This design comes from an exercise in tuning for small area on the open sky130 flow, not from production work.
In this exercise RTL edits were held to simulation tests only and were not proved equivalent to the original.
Power figures rest on the tool's default switching activity, not on a simulated workload.

Design my_chip, start of the top module:
module my_chip (
    input logic [11:0] io_in,  
    output logic [11:0] io_out,  
    input logic clock,
    input logic reset  
);
    TopChip top_i (.clock(clock), .reset(reset), .io_in(io_in), .io_out(io_out));
endmodule
export LEC_CHECK = 0
export CAP_MARGIN = 20
export CORE_MARGIN = 2
export CORE_UTILIZATION = 60
export SLEW_MARGIN = 20
create_clock -name core_clock -period 20.0 [get_ports {clock}]
standard.sh (not shown) runs the stock make flow with config.mk's settings and CLKGATE_MAP_FILE= SYNTH_SCRIPT=/design/flow/synth_recipe.tcl, a recipe that flattens the netlist after the stock synthesis.
==> flow/flow/run.sh <==
#!/bin/bash
# Own flow: the standard layout (standard.sh) with these changes:
#  - synthesis is the standard flow's script (synth_recipe.tcl, so -nofsm -noshare, flatten and
#    the same renaming; registers are mapped before ABC and keep their names and
#    cells) with ABC's cell mapping run by an area-oriented script (abc_area.script)
#    instead of ORFS's speed script;
#  - port buffers use the smallest buffer cell (buf_1);
#  - the clock tree uses clkbuf_4 buffers and no dummy balancing loads.
# Every tool's output goes to the ORFS logs under orfs/logs and to flow.log here.
set -euo pipefail
here=$(pwd)
# The standard flow's synthesis script with ABC's -script argument pointed at ours
{
  head -n 1 synth_recipe.tcl
  cat flow/abc_override.tcl
  tail -n +2 synth_recipe.tcl
} > synth_area.tcl
sed "s#SYNTH_SCRIPT=[^ ]*#SYNTH_SCRIPT=$here/synth_area.tcl#" standard.sh > standard_area.sh
export AREA_ABC_SCRIPT="$here/flow/abc_area.script"
export BUFFER_PORTS_ARGS="-buffer_cell sky130_fd_sc_hd__buf_1"
export CTS_ARGS="-sink_clustering_enable -repair_clock_nets -dont_use_dummy_load -buf_list sky130_fd_sc_hd__clkbuf_4 -root_buf sky130_fd_sc_hd__clkbuf_8"
bash standard_area.sh finish > flow.log 2>&1
==> flow/flow/abc_area.script <==
strash
dc2
&get -n
&deepsyn -I 10 -J 3
&put
dch -f
amap
topo
stime -c
==> flow/flow/abc_override.tcl <==
# run ABC's cell mapping with the script named by AREA_ABC_SCRIPT
proc abc {args} {
  set i [lsearch -exact $args -script]
  if {$i >= 0 && [info exists ::env(AREA_ABC_SCRIPT)]} {
    lset args [expr {$i + 1}] $::env(AREA_ABC_SCRIPT)
  }
  yosys abc {*}$args
}
The first run completed without violations.
Change:
==> flow/flow/abc_area.script (replaced) <==
strash
dc2
&get -n
&deepsyn -I 10 -J 3
&dch -f
&nf -R 1000 -p -F 8 -A 4
&put
topo
stime -c
=> Synthesized area fell by 2.2%. Clock skew rose by 5.6 ps. Routed wire length fell by 1.1%. Final area fell by 2.0%. Synthesized cell count fell by 18%. Non-clock buffer count is unchanged. Worst setup slack improved by 120 ps.
Change:
--- a/flow/flow/run.sh
+++ b/flow/flow/run.sh
@@ -19,4 +19,4 @@
 export AREA_ABC_SCRIPT="$here/flow/abc_area.script"
 export BUFFER_PORTS_ARGS="-buffer_cell sky130_fd_sc_hd__buf_1"
-export CTS_ARGS="-sink_clustering_enable -repair_clock_nets -dont_use_dummy_load -buf_list sky130_fd_sc_hd__clkbuf_4 -root_buf sky130_fd_sc_hd__clkbuf_8"
+export CTS_ARGS="-sink_clustering_enable -repair_clock_nets -dont_use_dummy_load -buf_list sky130_fd_sc_hd__clkbuf_4"
 bash standard_area.sh finish > flow.log 2>&1
==> flow/flow/abc_area.script (replaced) <==
strash
dc2
dch -f
amap
topo
stime -c
What happened:
- The new run went through all stages and came out clean
- final cell count is higher by 16%
- sequential share of layout area is lower by 1.6 points
- core utilization is higher by 1.2 points

---

== run 1 ==
Another version of the RTL of my_chip (not shown whole).
Size in the first run: ~4800 um^2 of cells after synthesis.
export LEC_CHECK = 0
export CAP_MARGIN = 20
export CORE_MARGIN = 2
export CORE_UTILIZATION = 60
export SLEW_MARGIN = 20
create_clock -name core_clock -period 20.0 [get_ports {clock}]
==> flow/flow/run.sh <==
#!/bin/bash
# Own flow: the standard layout (standard.sh) with these changes:
#  - synthesis is the standard flow's script (synth_recipe.tcl: -nofsm -noshare, flatten and the
#    same renaming; registers are mapped before ABC and keep their names and cells)
#    with the changes in synth_override.tcl: ABC maps cells with an area-oriented
#    script (abc_area.script) instead of ORFS's speed script, and adders are not
#    extracted into half/full adder cells;
#  - port buffers use the smallest buffer cell (buf_1);
#  - the clock tree uses clkbuf_4 buffers under a clkbuf_16 root and no dummy
#    balancing loads.
# Every tool's output goes to the ORFS logs under orfs/logs and to flow.log here.
set -euo pipefail
here=$(pwd)
{
  head -n 1 synth_recipe.tcl
  cat flow/synth_override.tcl
  tail -n +2 synth_recipe.tcl
} > synth_area.tcl
sed "s#SYNTH_SCRIPT=[^ ]*#SYNTH_SCRIPT=$here/synth_area.tcl#" standard.sh > standard_area.sh
export AREA_ABC_SCRIPT="$here/flow/abc_area.script"
export BUFFER_PORTS_ARGS="-buffer_cell sky130_fd_sc_hd__buf_1"
export CTS_ARGS="-sink_clustering_enable -repair_clock_nets -dont_use_dummy_load -buf_list sky130_fd_sc_hd__clkbuf_4 -root_buf sky130_fd_sc_hd__clkbuf_16"
bash standard_area.sh finish > flow.log 2>&1
==> flow/flow/abc_area.script <==
strash
dc2
&get -n
&deepsyn -I 10 -J 3
&dch -f
&nf -R 1000 -p -F 8 -A 4
&put
topo
stime -c
==> flow/flow/synth_override.tcl <==
# Changes to the standard flow's synthesis script (synth_recipe.tcl), sourced after its first line.
# Registers are mapped by dfflibmap as before, so they keep their names and cells.
# 1. Run ABC's cell mapping with the script named by AREA_ABC_SCRIPT.
proc abc {args} {
  set i [lsearch -exact $args -script]
  if {$i >= 0 && [info exists ::env(AREA_ABC_SCRIPT)]} {
    lset args [expr {$i + 1}] $::env(AREA_ABC_SCRIPT)
  }
  yosys abc {*}$args
}
# 2. Leave small adders to ABC instead of fixing them as half/full adder cells.
proc extract_fa {args} {}
Run 1 completed end to end with timing, DRC and antenna clean.
> inputs changed (run 1 -> run 2)
diff --git a/flow/config.mk b/flow/config.mk
--- a/flow/config.mk
+++ b/flow/config.mk
@@ -8,4 +8,4 @@
 export CAP_MARGIN = 20
 export CORE_MARGIN = 2
-export CORE_UTILIZATION = 60
+export CORE_UTILIZATION = 50
 export SLEW_MARGIN = 20
[summary]
- Taking run 1 as the reference, in run 2 row count higher; via count lower; setup slack higher; global-route wire length before repair higher.
- Utilization run 1 -> run 2: down
- Run 2 vs. run 1: total power moved up; hold slack held steady.
diff inputs: run 2 => run 3
diff --git a/flow/flow/run.sh b/flow/flow/run.sh
--- a/flow/flow/run.sh
+++ b/flow/flow/run.sh
@@ -7,5 +7,5 @@
 #    extracted into half/full adder cells;
 #  - port buffers use the smallest buffer cell (buf_1);
-#  - the clock tree uses clkbuf_4 buffers under a clkbuf_16 root and no dummy
+#  - the clock tree uses clkbuf_4 buffers under a clkbuf_8 root and no dummy
 #    balancing loads.
 # Every tool's output goes to the ORFS logs under orfs/logs and to flow.log here.
@@ -20,4 +20,4 @@
 export AREA_ABC_SCRIPT="$here/flow/abc_area.script"
 export BUFFER_PORTS_ARGS="-buffer_cell sky130_fd_sc_hd__buf_1"
-export CTS_ARGS="-sink_clustering_enable -repair_clock_nets -dont_use_dummy_load -buf_list sky130_fd_sc_hd__clkbuf_4 -root_buf sky130_fd_sc_hd__clkbuf_16"
+export CTS_ARGS="-sink_clustering_enable -repair_clock_nets -dont_use_dummy_load -buf_list sky130_fd_sc_hd__clkbuf_4 -root_buf sky130_fd_sc_hd__clkbuf_8"
 bash standard_area.sh finish > flow.log 2>&1
==> flow/flow/abc_area.script <==
strash
dc2
&get -n
&deepsyn -I 20 -J 5
&dch -f
&nf -R 1000 -p -F 16 -A 8 -C 32
&put
topo
stime -c
Results
Each of the runs, namely run 2 and run 3, reached the end of the flow and came out clean. The critical path capture point comes out io_out[6] in one run and io_out[7] in the other, namely in run 3 and run 2 respectively. In run 3, the leakage power came out about 2.2% below the value in run 2. Total global-route track usage is lower on run 3. Between run 3 and run 2, it is run 3 whose area of placed instances is lower, by about 0.7%.
#### Input delta (run 4 over run 3)
==> flow/flow/abc_area.script <==
strash
dc2
&get -n
&deepsyn -I 10 -J 3
&dch -f
&nf -R 1000 -p -F 8 -A 4
&put
topo
stime -c
diff --git a/flow/config.mk b/flow/config.mk
--- a/flow/config.mk
+++ b/flow/config.mk
@@ -8,4 +8,4 @@
 export CAP_MARGIN = 20
 export CORE_MARGIN = 2
-export CORE_UTILIZATION = 50
+export CORE_UTILIZATION = 60
 export SLEW_MARGIN = 20
Findings:
- Run 3 → run 4: compound-gate portion of the synthesized area now smaller; maximum ir drop on the vdd rail higher; overall power shows an increase of about 0.37%; data required time at the worst endpoint roughly the same.
- On post-route cell area, run 4 and run 3 are neck and neck.
- As far as number of standard cells after synthesis is concerned, run 4 and run 3 perform about the same.
- Re combined area of all synthesized cells: run 4 and run 3 aren't equal, and the higher value belongs to run 4.
- Post-route worst setup slack down 91 ps in run 4 wrt run 3
- Diff run 3 -> run 4: global-route wire length before repair increased 2.4%; y dimension of the die decreased about 8%; routed wire length decreased about 0.9%.
- Per the final summary, run 3 finished and its layout is clean on timing, DRC and antenna.
- Run 4 ended with every stage complete and zero timing, DRC or antenna violations.

re-timing with driven ports:
The flow's constraints put no driver on any port. The routed layouts listed below were extracted and timed again, unchanged, in two steps. Step 1 assumes that a clkbuf_16 drives the clock port and a buf_2 every other input. Step 2 moves the port delays by t, midway between the first and last clock arrival at a register: inputs arrive t later, outputs are due t later. That takes back most of the time a late clock gives input paths. Three values: no drivers, after step 1, after step 2; two values: the first two.
| run | t, ns | setup WS [ns] | worst slew at a driven data input, ns |
|---|---|---|---|
| the first run of note 1 | 0.415 | 12.169 / 12.140 / 12.555 | 0.03 |
| the second run of note 1 | 0.411 | 12.286 / 12.249 / 12.661 | 0.03 |
| the third run of note 1 | 0.516 | 11.464 / 11.431 / 11.947 | 0.03 |
| run 1 | 0.369 | 12.568 / 12.533 / 12.901 | 0.03 |
| run 2 | 0.381 | 12.583 / 12.544 / 12.925 | 0.03 |
| run 3 | 0.411 | 12.652 / 12.618 / 13.030 | 0.03 |
| run 4 | 0.409 | 12.561 / 12.530 / 12.939 | 0.03 |
After both steps every run listed still meets setup and hold.
